What follows belongs to an exercise in optimizing a design on an open flow for small area and a short achievable clock period; a production flow would make more cautious choices. Function was checked by simulation only, so behaviour that the tests miss may differ from the original.

==> flow/design.v <==
module aipp_coherent_phase_recovery (
    input wire clk_local_ref,        
    input wire rst_n,
    input wire [127:0] optical_in,   
    input wire lock_enable,
    output reg clk_omega_out,        
    output reg phase_locked,         
    output reg [15:0] phase_error    
);
    reg [31:0] phase_accumulator;
    reg [15:0] loop_filter_acc;
    localparam KP = 16'd100;
    localparam KI = 16'd10;
    always @(posedge clk_local_ref or negedge rst_n) begin
        if (!rst_n) begin
            phase_accumulator <= 32'b0;
            loop_filter_acc <= 16'b0;
            clk_omega_out <= 1'b0;
            phase_locked <= 1'b0;
            phase_error <= 16'b0;
        end else if (lock_enable) begin
            phase_error <= optical_in[15:0] - phase_accumulator[31:16];
            loop_filter_acc <= loop_filter_acc + (phase_error * KI);
            phase_accumulator <= phase_accumulator + loop_filter_acc + (phase_error * KP);
            clk_omega_out <= phase_accumulator[31];
            if (phase_error < 16'd50) begin
                phase_locked <= 1'b1;
            end else begin
                phase_locked <= 1'b0;
            end
        end
    end
endmodule
==> flow/run.sh <==
#!/bin/bash
# synth_recipe.tcl (not shown) runs the flow's synth.tcl, then flattens the netlist and writes it again
# the make line also repeats each setting of config.mk as NAME=value (left out here)
make -C /OpenROAD-flow-scripts/flow DESIGN_CONFIG=/design/flow/config.mk WORK_HOME=/design/flow/orfs CLKGATE_MAP_FILE= SYNTH_SCRIPT=/design/flow/synth_recipe.tcl finish
==> flow/config.mk <==
export PLATFORM = sky130hd
export DESIGN_NAME = aipp_coherent_phase_recovery
export DESIGN_NICKNAME = aipp_coherent_phase_recovery
export VERILOG_FILES = /design/flow/design.v
export SDC_FILE = /design/flow/constraint.sdc
export NUM_CORES = 4
export LEC_CHECK = 0
export CAP_MARGIN = 20
export CORE_MARGIN = 2
export CORE_UTILIZATION = 40
export PLACE_DENSITY = 0.6
export SLEW_MARGIN = 20
==> flow/constraint.sdc <==
create_clock -name core_clock -period 5.5 [get_ports {clk_local_ref}]
set_input_delay 1.1000 -clock core_clock [delete_from_list [all_inputs] [get_ports {clk_local_ref}]]
set_output_delay 1.1000 -clock core_clock [all_outputs]
set_load 0.01 [all_outputs]
==> notes.md <==
placed cells by master, fill, tap and decap left out, drive strengths merged, types with 3 or more instances in the layout:
master         Yosys  final
o21bai             3      3
nand2             61     61
mux2              12     12
inv              147    147
fa                29     29
xnor2             47     47
or3                4      4
xor2              26     26
o21a               8      8
nor2              35     35
a21oi             51     51
mux2i             13     13
buf                4     41
a31oi              3      3
a41oi              4      4
a21boi             5      5
o21ai             48     48
nand3b             7      7
nand3             15     15
o311ai             3      3
dfrtp             64     64
nor3               9      9
nand4              9      9
clkdlybuf4s50      0     34
nor2b              9      9
and3               7      7
clkbuf            10     14
ha               143    143
nand2b            11     11
nor4               3      3
a21o              28     28
or2                5      5
o2111ai            4      4
o31ai              4      4
o211ai             8      8
a211oi             9      9
cell families (layout without fill, tap and decap cells):
family | after synthesis | after routing | synth area share [%]
muxes | 25 | 25 | 3.45
DFF | 64 | 64 | 20.8
and+or+nand+nor | 182 | 182 | 11.6
AOI/OAI and AO/OA | 198 | 198 | 17.1
xor gates and xnor gates | 73 | 73 | 8.32
adders and majority gates | 172 | 172 | 30.8
buffers and inverters | 161 | 238 | 7.89
final timing paths:
path	endpoint	start	cells past startpoint	slack, ns
worst max register to register	phase_accumulator[22]$_DFFE_PN0P_	phase_error[2]$_DFFE_PN0P_	23	0.30
worst min register to register	phase_accumulator[29]$_DFFE_PN0P_	phase_accumulator[29]$_DFFE_PN0P_	1	0.47
min in group asynchronous	loop_filter_acc[4]$_DFFE_PN0P_	rst_n	1	0.81
worst max-delay path	phase_accumulator[22]$_DFFE_PN0P_	phase_error[2]$_DFFE_PN0P_	23	0.30
max in group asynchronous	phase_accumulator[18]$_DFFE_PN0P_	rst_n	2	3.71
worst min-delay path	phase_accumulator[29]$_DFFE_PN0P_	phase_accumulator[29]$_DFFE_PN0P_	1	0.47
state kept, by name, summed over array words and instances, names as in the netlist:
signal / cells
clk_omega_out: 1
loop_filter_acc: 15
phase_accumulator: 31
phase_error: 16
phase_locked: 1
repair_timing:
action                                  in CTS  in global routing
resized for setup                            2                 30
setup buffers                                1                  0
pin swaps                                    1                 18
endpoints found under the setup margin       2                 13
cell type report:
class | count | area share [%]
Multi-Input combinational cell | 650 | 62.2
Sequential cell | 64 | 17.7
Timing Repair Buffer | 75 | 7.18
Inverter | 147 | 6.10
Tap cell | 234 | 3.24
Clock buffer | 14 | 3.14
Clock inverter | 2 | 0.387
per-layer routing:
layer | share of wire (%) | GRT usage, %
met4 | 1.2 | 5.21
met1 | 51 | 27.3
met5 | 0 | 0
met3 | 3.2 | 2.08
met2 | 45 | 30.1
metrics by stage:
step           cell area (µm²)  TNS, ns
2_1_floorplan             7690        0
3_3_place_gp              8560        0
3_5_place_dp              8560        0
4_1_cts                   8890        0
5_1_grt                   9040  -0.0893
6_report                  9040        0
==> results.cfg <==
[synthesis]
synth_commonest_cells = 147 x inv_1, 143 x ha_1, 64 x dfrtp_1
synth.avg_cell_area_um2 = 8.79
synth.top_cells.by_area = ha_1 23%, dfrtp_1 21%, fa_1 7.6%, inv_1 7.2%, xnor2_1 5.4%
netlist.top_cell.by_area = ha_1
syn_nets = 1178
synth_ff_type = dfrtp_1
synth_top_area_share_pct = 23.3
synth.most_common_cell = inv_1
synth-seq-area-share_pct = 20.8
postSynthCellCount = 875
synth_edf_count = 0
synth-seq-cells = 64
yosysUniqueCellTypes = 65
syn_area_um2 = 7690
synth_warnings = 1
synthArstFlopShare_pct = 100

[floorplanning]
die_area_um2 = 20300
start_util_pct = 41.0
die_h_um = 143
rows = 50
ios = 149
die_w_um = 143
core_area_um2 = 18800

[run_status]
status = timing/DRC/antenna clean

[timing]
fin_worst_skew_ns = 0.00779
relSlewSlack_pct = 51.7
setup_ws_ns = 0.298
whs_ns = 0.473
tightest_slew_ns = 0.724
fin_crit_sh_pct = 94.6
fmax_ghz = 0.192
setup_viol = 0
post-route-min-period_ns = 5.20
slew_violations = 0
finalHoldViolCount = 0

[layout]
area.growth.synth_to_final_pct = 17.6
fin_cells = 1186
n_antenna_cell = 0
fillers = 1823
regArea_um2 = 1600
layout.nets = 1250
layout-drive-gt1-share_pct = 11.8
multi_input_area_um2 = 5620
final_util_pct = 48.2

[grt]
grt_remaining_overflow = 0
first_global_vias = 6157
grt.total_usage_pct = 18.9
antenna_found_initial = 0
grt_pass1_wl_um = 30300
grt_max_degree = 57

[routing]
drt_first_pass_iters = 5
post_drt_wl_per_cell_um = 15.2
ant_nets = 0
vias = 6155
drtIter0Drc = 281
totalWireLength_um = 18000
viasPerCell = 5.19
post-route-drc-count = 0

[setup_path]
crit_top_cell = a21oi_2
critical_path_class = flop to flop
crit_path_cell_trace = inv_2 -> ha_1 -> ha_1 -> fa_1 -> ha_4 -> nor2b_1 -> o21ai_2 -> a21boi_2 -> o41ai_2 -> nor2b_1 -> nor2_1 -> xor2_1 -> fa_1 -> inv_1 -> ha_2 -> a21oi_2 -> o221ai_2 -> a21oi_2 -> o221ai_2 -> a41o_1 -> a21oi_2 -> xor2_1 -> mux2i_1
crit_buf_inv = 2
crit_path_end_kind = flop
arrival_ns = 5.42
critPathMaxStageDelay_ns = 0.54
cp_data_required_time_ns = 5.71
path_max_fanout = 5
critPathTopFamily = adder cells
startpoint_type = flop
slowest_stage = fa_1

[cts]
cts_sinks = 64
cts_buffer_depth = 2
cts_root_buf = clkbuf_16
cts_hold_buf = 0
numCtsBuffers = 9
clk-insertion-delay-late_ns = 0.34
clk_pin_slew_ns = 0.06
cts-htree-levels = 3
cts_tree = built

[placed_design]
place.port_buffers = 36
hpwl_um = 14300
dp_cells = 1169
place_congestion = 0.820
pre_cts_ws_ns = 0.0665

[worst_hold_path]
holdCritPathClass = flop to flop

[job]
drv_cap = 0

==> what the ideal ports hide <==
Ports are ideal in the flow. The routed layout listed here was re-timed in OpenROAD. Step 1 (the two cells are an assumption about what drives the block):
set clk [get_ports {clk_local_ref}]
set_driving_cell -lib_cell sky130_fd_sc_hd__clkbuf_16 $clk
set_driving_cell -lib_cell sky130_fd_sc_hd__buf_2 [delete_from_list [all_inputs] $clk]
Step 2, shift: input delay + t, output delay - t, t = (earliest + latest rising clock arrival at the registers) / 2. This alone moves slack from input paths to output paths. Slacks: ideal ports / drivers / drivers and shift; pairs: ideal ports / drivers.
t (ns): 0.380
setup WS [ns]: 0.298 / 0.298 / 0.298
hold WS [ns]: 0.473 / 0.473 / 0.473
clock arrival spread, ns: 0.008 / 0.008
pins driven straight from the clock port: 1
After both steps setup and hold are still met in this run. The setup slack of this run moves by 0.000 ns with the drivers and by 0.000 ns with both steps.
